This is an optimization exercise on Yosys and OpenROAD, whose aim is small area, a short achievable clock period and few clock cycles, not a production implementation.
RTL that was checked went through simulation tests only; none was proved equivalent to the original.
Only the layout flow was run in runs 2 and 3; the RTL was not checked for function there.

`run.sh`:
```
#!/bin/bash
# synth_recipe.tcl (not shown) runs the flow's synth.tcl, then flattens the netlist and writes it again
# the make line also repeats each setting of config.mk as NAME=value (left out here)
make -C /OpenROAD-flow-scripts/flow DESIGN_CONFIG=/design/flow/config.mk WORK_HOME=/design/flow/orfs CLKGATE_MAP_FILE= SYNTH_SCRIPT=/design/flow/synth_recipe.tcl finish
```
`config.mk`:
```
export PLATFORM = sky130hd
export DESIGN_NAME = modular_reduction
export DESIGN_NICKNAME = modular_reduction
export VERILOG_FILES = /design/flow/design.v
export SDC_FILE = /design/flow/constraint.sdc
export NUM_CORES = 4
export LEC_CHECK = 0
export CAP_MARGIN = 20
export CORE_MARGIN = 2
export CORE_UTILIZATION = 40
export SLEW_MARGIN = 20
```
`constraint.sdc`:
```
create_clock -name core_clock -period 5.0 [get_ports {clk}]
set_input_delay 1.0000 -clock core_clock [delete_from_list [all_inputs] [get_ports {clk}]]
set_output_delay 1.0000 -clock core_clock [all_outputs]
set_load 0.01 [all_outputs]
```
`design.v`:
```
module modular_reduction #(
    parameter DATA_WIDTH = 48,   
    parameter Q_WIDTH    = 23    
) (
    input  wire clk,
    input  wire rst_n,
    input  wire start,
    output reg  done,
    input  wire [DATA_WIDTH-1:0] data_in,
    output reg  [Q_WIDTH-1:0]    data_out
);
  localparam [22:0] Q = 23'd8380417;   
  localparam [5:0] K = 6'd24;   
  localparam IDLE = 2'b00;
  localparam COMPUTE = 2'b01;
  localparam FINISH = 2'b10;
  reg [1:0] state;
  reg [1:0] cycle_count;
  reg [DATA_WIDTH-1:0] x_reg;
  reg [49:0] temp1;   
  reg [47:0] temp2;   
  reg [47:0] result;
  function [49:0] mul_mu;
    input [23:0] x;  
    begin
      mul_mu = (x << 25) + (x << 15) + (x << 4) + (x << 3) + (x << 2);
    end
  endfunction
  function [47:0] mul_q;
    input [25:0] x;   
    begin
      mul_q = (x << 23) - (x << 13) + x;
    end
  endfunction
  always @(posedge clk or negedge rst_n) begin
    if (!rst_n) begin
      state <= IDLE;
      cycle_count <= 0;
      done <= 0;
      data_out <= 0;
      x_reg <= 0;
      temp1 <= 0;
      temp2 <= 0;
      result <= 0;
    end else begin
      case (state)
        IDLE: begin
          done <= 0;
          cycle_count <= 0;
          if (start) begin
            x_reg <= data_in;
            state <= COMPUTE;
          end
        end
        COMPUTE: begin
          case (cycle_count)
            2'b00: begin
              temp1 <= mul_mu(x_reg >> K);
              cycle_count <= 2'b01;
            end
            2'b01: begin
              temp2 <= mul_q(temp1 >> K);
              cycle_count <= 2'b10;
            end
            2'b10: begin
              result <= x_reg - temp2;
              cycle_count <= 2'b11;
            end
            2'b11: begin
              if (result >= Q) begin
                result <= result - Q;
              end else begin
                data_out <= result;
                state <= FINISH;
              end
            end
          endcase
        end
        FINISH: begin
          done  <= 1;
          state <= IDLE;
        end
      endcase
    end
  end
endmodule
```
==> results of run 1 <==
[area by class of cell]
cell class	count	area [µm²]	share of cell area [%]
multi-input cells	1551	11500	59.6
flip-flops and latches	198	4950	25.6
repair buffers	97	917	4.74
well taps	585	732	3.78
inverters	168	631	3.26
clock buffers	20	467	2.41
clock inverters	12	118	0.608
[critical path: stages (launching register included)]
cell and delay, ps:
dfrtp_1 560, fa_1 480, ha_1 310, ha_1 310, ha_1 300, and4_1 180
a31oi_1 110, nor3_1 210, o221ai_1 190, o211ai_1 630, a21oi_1 230, a211o_1 370
nor3_1 310, xnor2_1 150, o21ai_0 80
[layer usage]
metal	vias to the layer above	wire length, µm	GRT usage, %
li1	7189	-	-
met3	63	2130	3.69
met4	0	1470	7.50
met5	-	0	0
met2	339	22600	35.5
met1	7047	23900	32.0
[synth_stat cells, types with 8 or more instances]
cell type	number
a211o_1	10
a211oi_1	9
a21boi_0	8
a21o_1	63
a21oi_1	167
a22o_1	8
a31oi_1	20
and2_1	14
and3_1	16
buf_2	10
clkbuf_1	60
dfrtp_1	198
fa_1	41
ha_1	230
inv_1	167
mux2_2	66
nand2_1	198
nand2b_1	12
nand3_1	36
nand4_1	29
nor2_1	107
nor2b_1	16
nor3_1	30
nor4_1	10
o211ai_1	9
o21a_1	16
o21ai_0	165
o21bai_1	18
o22ai_1	19
o31ai_1	9
or3_1	19
xnor2_1	65
xor2_1	39
[stage by stage]
stage	instance area, µm²	utilization, %
2_1_floorplan	17400	-
3_3_place_gp	18800	43.6
3_5_place_dp	18800	43.6
4_1_cts	19300	44.9
5_1_grt	19300	44.9
6_report	19300	44.9
[final timing paths]
check / depth (start not counted) / from / endpoint / slack, ps
max: 14 / x_reg[29] / temp1[48] / 420
min: 2 / data_out[1] / data_out[1] / 480
max reg2reg: 14 / x_reg[29] / temp1[48] / 420
min reg2reg: 2 / data_out[1] / data_out[1] / 480
max in group asynchronous: 2 / rst_n / temp1[40] / 3330
min in group asynchronous: 1 / rst_n / result[42] / 590
[cells by family after synthesis]
group	share of synthesized area, %
and+or+nand+nor	14.2
xor gates and xnor gates	5.23
AOI/OAI and AO/OA	20.8
DFF	28.4
adders and majority gates	21.2
buffers and inverters	5.44
muxes	4.68
==> results.ini, run 1 <==
[drt]
via_per_inst=5.56
detail_route.iter0.violations=1091
wirelength_mm=50.1
route.antenna.remaining_nets=0
wl_per_cell_um=19.0
drt-pass1-iter-count=5
routed-via-count=14600
post-route-drc-count=0

[global_route]
antenna_violations_before_repair=0
gr-usage-all-layers_pct=22.7
largest_net_degree_at_the_start_of_global_routing=98
first_global_vias=14000
global_route.overflow_total=0
grt_first_pass_wirelength_mm=79.1

[setup_path]
critPathArrivalTime_ps=4890
worst_setup_path_end_kind=flop
timing.critical_path.required_ps=5300
timing_worst_setup_path_type=reg2reg
cp_max_fo=8
setup.worst_path.start_class=flop

[sta]
timing.final.setup_violations=0
final_critical_path_setup_slack_ps=416
finClkSkew_ps=9.67
timing.max_slew.rel_slack_pct=37.8
totalNegativeSetupSlack_ps=0
finalCritPeriodShare_pct=91.7
fin_worst_hold_slack_ps=480
maxSlewViolCount=0
worstMarginPinSlew_ps=921
max_freq_ghz=0.218
final-hold-violation-count=0
period_minus_slack_ps=4580
grt_setup_unrepaired=no

[clocking]
cts-root-buf=clkbuf_16
cts_max_path_buffers=2
cts-htree-levels=4
tritoncts=built
post_cts_resize_count=0
clkSlewWorstSetupHoldPaths_ps=70
cts_buffers=17
insertion_delay_ps=460
post_cts_setup_buffer_count=0
cts_hold_buf=0
tritoncts_num_sinks=198

[floorplanning]
io_pins=75
die_height_um=213
dieArea_um2=45200
core-area_um2=43100
die_w_um=213
start_util_pct=40.5
num_rows=76

[logic_synthesis]
yosys_most_used_dff=dfrtp_1
yosysUniqueCellTypes=80
synthCells=1992
async_reset_ff_share_pct=100
synthesized_net_count=2314
synth_enable_flop_cells=0
synth_area_um2=17400
ys_ff_latch=198
avgSynthCellArea_um2=8.75
yosysTopAreaCell=dfrtp_1
ys_warn_count=1
seq_area_frac_synth_pct=28.4
synth.area.top_cells=dfrtp_1, ha_1, a21oi_1
yosys.area.top_type_share_pct=28.4

[final_layout]
layout-drive-gt1-share_pct=7.23
antenna-diode-count=0
mostFrequentLayoutCell=ha_1
num-fill-cells=4109
area_growth_syn_to_layout_pct=11.0
final_cell_mix=ha_1, dfrtp_1, nand2_1
nets_finish=2355
instances_no_fill=2631

[flow_run]
drv_cap=0

[placement]
dpl.cell_count=2599
place_ws_ps=437
place.gp.congestion=0.927
numPortBuffers=74
post-dp-hpwl_mm=40.4

[run_status]
run_status=complete, no violations

[min_path]
holdCritPathClass=reg2reg

Testbench counts, summed over its fixed seeds: cycles 111,948.
==> inputs of run 2 (changes only) <==
==> design.v (replaced) <==
module modular_reduction #(
    parameter DATA_WIDTH = 48,
    parameter Q_WIDTH    = 23
) (
    input  wire clk,
    input  wire rst_n,
    input  wire start,
    output reg  done,
    input  wire [DATA_WIDTH-1:0] data_in,
    output wire [Q_WIDTH-1:0]    data_out
);
  localparam [22:0] Q = 23'd8380417;
  wire [22:0] x0 = data_in[22:0];
  wire [9:0]  A  = data_in[32:23];   
  wire [9:0]  B  = data_in[42:33];   
  wire [2:0]  C  = data_in[45:43];   
  wire [1:0]  D  = data_in[47:46];   
  wire [19:0] M  = data_in[42:23];   
  localparam [25:0] KC = 26'd8314853;
  wire [25:0] y_next = {3'd0, x0} + {3'd0, A, 13'd0} + {3'd0, B, 13'd0}
                     + {10'd0, C, 13'd0} + {8'd0, D, 16'd0} + {24'd0, D}
                     + {6'd0, ~M} + {16'd0, ~B} + {23'd0, ~C}
                     + {13'd0, ~C, 10'd0} + {3'd0, ~C, 20'd0}
                     + {21'd0, ~D, 3'd0} + {10'd0, ~D, 14'd0}
                     + KC;
  reg [25:0] y;
  always @(posedge clk) begin
    y <= y_next;
  end
  always @(posedge clk or negedge rst_n) begin
    if (!rst_n) done <= 1'b0;
    else        done <= start;
  end
  wire [2:0]  yh = y[25:23];
  wire [22:0] yl = y[22:0];
  wire [15:0] c0 = yh * 16'd8191;
  wire [16:0] c1 = c0 + 17'd8191;
  wire [23:0] s0 = {1'b0, yl} + {8'd0, c0};
  wire [23:0] s1 = {1'b0, yl} + {7'd0, c1};   
  assign data_out = s1[23] ? s1[22:0] : s0[22:0];
endmodule
==> run 2 against run 1 <==
Effect of this change:
- synthesized cell count is 64% lower
- critical path type is now reg2out
- clock-buffer cell count is 17 lower
- synthesized area is 65% lower
- now fails the layout checks on negative setup slack
- routed wire length is 67% lower
- flip-flop and latch count is 171 lower
- die area is 64% lower
- worst hold slack better by 410 ps
- first-iteration DRC count is 79% lower
- design area is 53% lower
- critical path depth is 5 higher
==> results.ini, run 2 <==
[run_status]
run_status=failed layout checks
blocking_checks=negative setup slack

[flow_run]
drv_cap=0

[logic_synthesis]
adder_cell_area_share_of_the_yosys_netlist_pct=45.2
ys_warn_count=1
synth-simple-area-share_pct=9.24
ys_ff_latch=27
synth_enable_flop_cells=0
synth_compound_area_share_pct=17.6
avgSynthCellArea_um2=8.58
yosysUniqueCellTypes=67
synth_area_um2=6150
async_reset_ff_share_pct=3.70
yosysTopAreaCell=ha_1
yosys_most_used_dff=dfxtp_1
ys_top_cells_by_count=inv_1, ha_1, fa_1
yosys.area.top_type_share_pct=26.7
synthCells=716
synth.area.top_cells=ha_1, fa_1, inv_1
seq_area_frac_synth_pct=8.88
post_synth_xor_area_fraction_pct=6.68
post_synth_mux_area_share_pct=0.835
post-synth-top-count-cell=inv_1
synth_top_family_by_area=adder cells
synthesized_net_count=955

[sta]
max_freq_ghz=0.168
worstMarginPinSlew_ps=571
final-hold-violation-count=0
period_minus_slack_ps=5960
totalNegativeSetupSlack_ps=-19680
timing.max_slew.rel_slack_pct=61.5
grt_setup_unrepaired=yes
maxSlewViolCount=0
final_critical_path_setup_slack_ps=-964
finalCritPeriodShare_pct=119
timing.final.setup_violations=23

[final_layout]
num-fill-cells=1312
largest_register_ffs=26
final_cell_mix=buf_4, inv_1, ha_1
largest_register=y
area_growth_syn_to_layout_pct=46.5
nets_finish=1201
layout-drive-gt1-share_pct=32.3
mostFrequentLayoutCell=buf_4
antenna-diode-count=0

[floorplanning]
dieArea_um2=16400
start_util_pct=40.7
die_height_um=128
die_w_um=128
io_pins=75
num_rows=45
core-area_um2=15100

[global_route]
first_global_vias=6051
global_route.overflow_total=0
largest_net_degree_at_the_start_of_global_routing=16
antenna_violations_before_repair=0
grt_first_pass_wirelength_mm=26.7
gr-usage-all-layers_pct=19.9

[clocking]
cts-htree-levels=1
clkSlewWorstSetupHoldPaths_ps=60
cts-root-buf=clkbuf_16
cts_hold_buf=0
tritoncts=built
cts_buffers=3
tritoncts_num_sinks=27
cts_max_path_buffers=2

[drt]
drt-pass1-iter-count=5
met2RoutedLength_mm=8.61
route.antenna.remaining_nets=0
wl_per_cell_um=14.3
routed_length_on_met1_mm=6.77
routed-via-count=5659
post-route-drc-count=0
detailroute.wirelength.met3_um=407
routed.top_layer=met4
wirelength_mm=16.4
via_per_inst=4.93
detail_route.iter0.violations=233

[placement]
place_ws_ps=-1110
place.gp.congestion=0.921
numPortBuffers=74
post-dp-hpwl_mm=14.3

[setup_path]
setup.worst_path.start_class=flop
timing.critical_path.required_ps=4000
timing_worst_setup_path_type=reg2out
critPathArrivalTime_ps=4960
worst_setup_path_end_kind=output pin
cp_max_fo=5

[min_path]
holdCritPathClass=in2async

-- run 2: changes by cell type in the layout (fill, tap and decap cells not counted), sizes merged, moves of 67 or more --
cell   before  now
dfrtp     198    1
buf        23  196
nand2     201   29
o21ai     171   33
a21oi     167   41
ha        230  131
nor2      107   34
mux2       68    1
-- run 2: worst max-delay path: stages (launching register included) --
cell       delay, ps
dfxtp_2          330
fa_2             500
ha_4             180
fa_2             360
fa_2             410
fa_1             560
inv_2             90
ha_4             270
inv_2             40
ha_4             210
a21o_1           170
a221oi_2         290
o2bb2ai_2        120
a2111oi_4        280
buf_4            190
nor2_4            60
buf_6            160
a211o_4          260
o221a_4          120
buf_6            120
-- run 2: final timing paths --
kind,startpoint,end,slack [ps],cells past startpoint
max,y[23],data_out[22],-960,19
min,rst_n,done,890,1
max in group asynchronous,rst_n,done,4010,1
min in group core_clock,start,done,1190,1
-- run 2: stage by stage --
| step | instance area (µm²) | hold slack [ps] | cells | utilization, % |
|---|---|---|---|---|
| after global routing | 9000 | 888 | 1149 | 59.7 |
| after global placement | 8470 | 1150 | 1126 | 56.1 |
| after CTS | 8760 | 879 | 1142 | 58.1 |
| final | 9000 | 886 | 1149 | 59.7 |
| after floorplan | 6390 | 704 | 716 | - |
| after detailed placement | 8470 | 1160 | 1126 | 56.1 |
-- run 2: kinds of logic after synthesis --
logic type,count (synthesis)
xor gates and xnor gates,46
and+or+nand+nor,117
DFF,27
muxes,5
AOI/OAI and AO/OA,154
buffers and inverters,179
adders and majority gates,188
-- run 2: routing by layer --
metal  global-route usage, %  vias up
li1                        -     2861
met1                    22.2     2649
met2                    39.2      114
met3                   0.876       35
met4                    7.95        0
met5                       0        -
-- run 2: cell type report --
| class | instances | area, µm² | share of cell area [%] |
|---|---|---|---|
| clock buffers | 3 | 75.1 | 0.834 |
| well taps | 188 | 235 | 2.61 |
| inverters | 172 | 646 | 7.17 |
| flip-flops and latches | 27 | 552 | 6.13 |
| clock inverters | 1 | 5.00 | 0.0556 |
| multi-input cells | 510 | 5430 | 60.3 |
| repair buffers | 248 | 2060 | 22.9 |
-- run 2: repair_timing --
item                                    CTS  global route
gates resized for setup                 135            57
endpoints found under the setup margin   34            31
setup buffers                            12             7
pin swaps                                31            36
gates cloned                              0             1
endpoints found under the hold margin     0             0
==> inputs of run 3 (changes only) <==
==> design.v (replaced) <==
module modular_reduction #(
    parameter DATA_WIDTH = 48,
    parameter Q_WIDTH    = 23
) (
    input  wire clk,
    input  wire rst_n,
    input  wire start,
    output reg  done,
    input  wire [DATA_WIDTH-1:0] data_in,
    output wire [Q_WIDTH-1:0]    data_out
);
  wire [22:0] x0 = data_in[22:0];
  wire [9:0]  A  = data_in[32:23];   
  wire [9:0]  B  = data_in[42:33];   
  wire [2:0]  C  = data_in[45:43];   
  wire [1:0]  D  = data_in[47:46];   
  wire [19:0] M  = data_in[42:23];   
  wire [25:0] p0 = {3'd0, x0};
  wire [25:0] p1 = {3'd0, A, 13'd0};
  wire [25:0] p2 = {3'd0, B, 13'd0};
  wire [25:0] p3 = {8'd0, D, C, 11'd0, D};
  wire [25:0] n0 = {6'd0, M};
  wire [25:0] n1 = {16'd0, B};
  wire [25:0] n2 = {3'd0, C, 4'd0, D, 1'd0, C, 5'd0, D, C};
  function [51:0] csa;
    input [25:0] a, b, c;
    begin
      csa[25:0]  = a ^ b ^ c;
      csa[51:26] = {((a & b) | (a & c) | (b & c)), 1'b0};
    end
  endfunction
  wire [51:0] pa = csa(p0, p1, p2);
  wire [51:0] pb = csa(pa[25:0], pa[51:26], p3);
  wire [51:0] na = csa(n0, n1, n2);
  localparam [25:0] KN = 26'd16760836;
  wire [51:0] nb = csa(~na[25:0], ~na[51:26], KN);
  wire [51:0] ya = csa(pb[25:0], pb[51:26], nb[25:0]);
  wire [51:0] yb = csa(ya[25:0], ya[51:26], nb[51:26]);
  wire [25:0] y_next = yb[25:0] + yb[51:26];
  reg [25:0] y;
  always @(posedge clk) begin
    y <= y_next;
  end
  always @(posedge clk or negedge rst_n) begin
    if (!rst_n) done <= 1'b0;
    else        done <= start;
  end
  wire [2:0]  yh = y[25:23];
  wire [22:0] yl = y[22:0];
  reg  [15:0] thr;
  always @(*) begin
    case (yh)
      3'd0: thr = 16'hE001;   
      3'd1: thr = 16'hC002;
      3'd2: thr = 16'hA003;
      3'd3: thr = 16'h8004;
      3'd4: thr = 16'h6005;
      default: thr = 16'h4006;
    endcase
  end
  wire        up = (&yl[22:16]) & (yl[15:0] >= thr);
  wire [3:0]  k  = {1'b0, yh} + {3'd0, up};
  wire [15:0] kq = k * 16'd8191;
  wire [22:0] r  = yl + {7'd0, kq};
  assign data_out = r;
endmodule
==> run 3 against run 2 <==
Effect of this change:
- critical path type unchanged
- flip-flop and latch count did not move
- die area down 9.7%
- non-clock buffer count fell by 3
- still fails the layout checks on negative setup slack
- synthesized area is 10% lower
- sequential share of layout area up 0.56 points
- design area fell by 7.9%
==> results.ini, run 3 <==
[final_layout]
nets_finish=1096
largest_register=y
final_cell_mix=buf_4, inv_1, ha_1
area_growth_syn_to_layout_pct=49.9
mostFrequentLayoutCell=buf_4
antenna-diode-count=0
layout-drive-gt1-share_pct=33.5
largest_register_ffs=26

[sta]
grt_setup_unrepaired=yes
finalCritPeriodShare_pct=146
totalNegativeSetupSlack_ps=-38170
max_freq_ghz=0.137
period_minus_slack_ps=7290
worstMarginPinSlew_ps=382
timing.max_slew.rel_slack_pct=74.4
fin_worst_hold_slack_ps=881
final-hold-violation-count=0
maxSlewViolCount=0
timing.final.setup_violations=20
final_critical_path_setup_slack_ps=-2290

[global_route]
largest_net_degree_at_the_start_of_global_routing=15
first_global_vias=5336
grt_first_pass_wirelength_mm=23.4
global_route.overflow_total=0
gr-usage-all-layers_pct=19.5
antenna_violations_before_repair=0

[logic_synthesis]
ys_warn_count=1
synthesized_net_count=855
yosysUniqueCellTypes=61
synth_enable_flop_cells=0
synth_area_um2=5530
synth_top_family_by_area=adder cells
synth-simple-area-share_pct=10.1
avgSynthCellArea_um2=8.71
synthCells=635
post_synth_xor_area_fraction_pct=6.81
yosys_most_used_dff=dfxtp_1
post-synth-top-count-cell=inv_1
yosysTopAreaCell=ha_1
adder_cell_area_share_of_the_yosys_netlist_pct=46.1
seq_area_frac_synth_pct=9.86
ys_ff_latch=27
ys_top_cells_by_count=inv_1, ha_1, fa_1
post_synth_mux_area_share_pct=0.204
yosys.area.top_type_share_pct=25.1
synth_compound_area_share_pct=15.3
async_reset_ff_share_pct=3.70
synth.area.top_cells=ha_1, fa_1, inv_1

[floorplanning]
dieArea_um2=14800
start_util_pct=41.3
num_rows=42
core-area_um2=13400
die_height_um=122
io_pins=75
die_w_um=122

[drt]
routed.top_layer=met4
route.antenna.remaining_nets=0
detailroute.wirelength.met3_um=338
wl_per_cell_um=13.4
drt-pass1-iter-count=4
post-route-drc-count=0
met2RoutedLength_mm=7.24
via_per_inst=4.76
detail_route.iter0.violations=168
wirelength_mm=14.0
routed_length_on_met1_mm=6.05
routed-via-count=4998

[setup_path]
worst_setup_path_end_kind=output pin
setup.worst_path.start_class=flop
cp_max_fo=4
timing_worst_setup_path_type=reg2out
timing.critical_path.required_ps=4000
critPathArrivalTime_ps=6290

[clocking]
cts-root-buf=clkbuf_16
clkSlewWorstSetupHoldPaths_ps=60
cts-htree-levels=1
tritoncts=built
cts_buffers=3
tritoncts_num_sinks=27
cts_max_path_buffers=2

[run_status]
blocking_checks=negative setup slack
run_status=failed layout checks

[placement]
place_ws_ps=-2490
numPortBuffers=74
place.gp.congestion=0.840
post-dp-hpwl_mm=12.3

[flow_run]
drv_cap=0

[min_path]
holdCritPathClass=in2async

run 3: changes by cell type in the layout (fill, tap and decap cells not counted), sizes merged, moves of 5 or more:
cell,previous run,this run
inv,172,156
ha,131,111
nand2,29,23
nor2,34,13
o31ai,8,1
nand3,17,6
o21a,9,1
a211oi,10,5
nand4,1,11
run 3: routing by layer:
metal	vias up	track usage, %
met4	0	4.96
met2	91	38.3
met3	25	0.796
met1	2305	23.0
met5	-	0
li1	2577	-
run 3: cells by family (layout without fill, tap and decap cells):
kind of cell | after synthesis | count (layout)
adder cells (fa/ha/maj) | 169 | 169
buffers and inverters | 165 | 405
AO/OA/AOI/OAI | 131 | 131
AND/OR/NAND/NOR | 99 | 99
XOR/XNOR | 43 | 43
flip-flops | 27 | 27
multiplexers | 1 | 1
run 3: cell type report:
type / count / area [µm²]
Clock buffer: 4 / 78.8
Fill cell: 1171 / 5110
Inverter: 156 / 586
Multi-Input combinational cell: 443 / 4900
Sequential cell: 27 / 554
Tap cell: 176 / 220
Timing Repair Buffer: 245 / 1950
run 3: worst paths after layout:
kind                           endpoint   from  cells past startpoint  slack, ps
setup / recovery           data_out[11]  y[25]                     26      -2290
hold / removal                     done  rst_n                      1        880
max in group asynchronous          done  rst_n                      1       4020
min in group core_clock            done  start                      1       1190
run 3: what timing repair did:
| action | in CTS | in global routing |
|---|---|---|
| hold buffers | 0 | 0 |
| setup endpoints to repair | 29 | 25 |
| gates resized for setup | 138 | 41 |
| setup buffers | 13 | 5 |
| pin swaps | 61 | 28 |
run 3: worst max-delay path, stage by stage, from the launching register on:
cell	delay, ps
dfxtp_4	350
nand3b_1	160
o21ai_1	100
ha_1	250
a21boi_2	160
o21ai_2	120
a41oi_1	120
o21ai_1	180
a21oi_2	70
ha_2	210
ha_4	170
xor2_4	150
inv_2	70
fa_2	470
fa_1	540
fa_2	370
a21o_1	200
a21o_1	220
fa_2	570
ha_4	210
a21o_1	170
a21o_1	180
a21o_1	210
a221o_1	340
a21oi_2	190
xnor2_2	120
buf_2	140
run 3: per-stage QoR:
| stage | area (µm²) | util, % | instances |
|---|---|---|---|
| finish | 8290 | 61.9 | 1051 |
| global route | 8290 | 61.9 | 1051 |
| CTS | 8100 | 60.4 | 1046 |
| detailed placement | 7770 | 58.0 | 1030 |
| global placement | 7770 | 58.0 | 1030 |
| floorplan | 5720 | - | 635 |

## port drivers added, routing unchanged
The flow's constraints put no driver on any port. The routed layouts listed below were extracted and timed again, unchanged, in two steps.
Step 1, drivers: a clkbuf_16 drives clk and a buf_2 each remaining input, both assumed.
Step 2 times the ports against the registers' clock, not the clock port: input delays grow and output delays shrink by t, the midpoint of the rising clock arrivals with the driver on.
Slacks: ideal ports / drivers / drivers and shift; pairs: ideal ports / drivers.
run	t, ns	slack for setup (ns)	clock arrival spread, ns	slew at the worst register clock pin (ns)	pins driven straight from the clock port
run 1	0.512	0.416 / 0.416 / 0.416	0.010 / 0.010	0.08 / 0.08	1
run 2	0.290	-0.964 / -0.998 / -0.708	0.002 / 0.002	0.06 / 0.06	1
run 3	0.289	-2.293 / -2.328 / -2.039	0.002 / 0.002	0.06 / 0.06	1
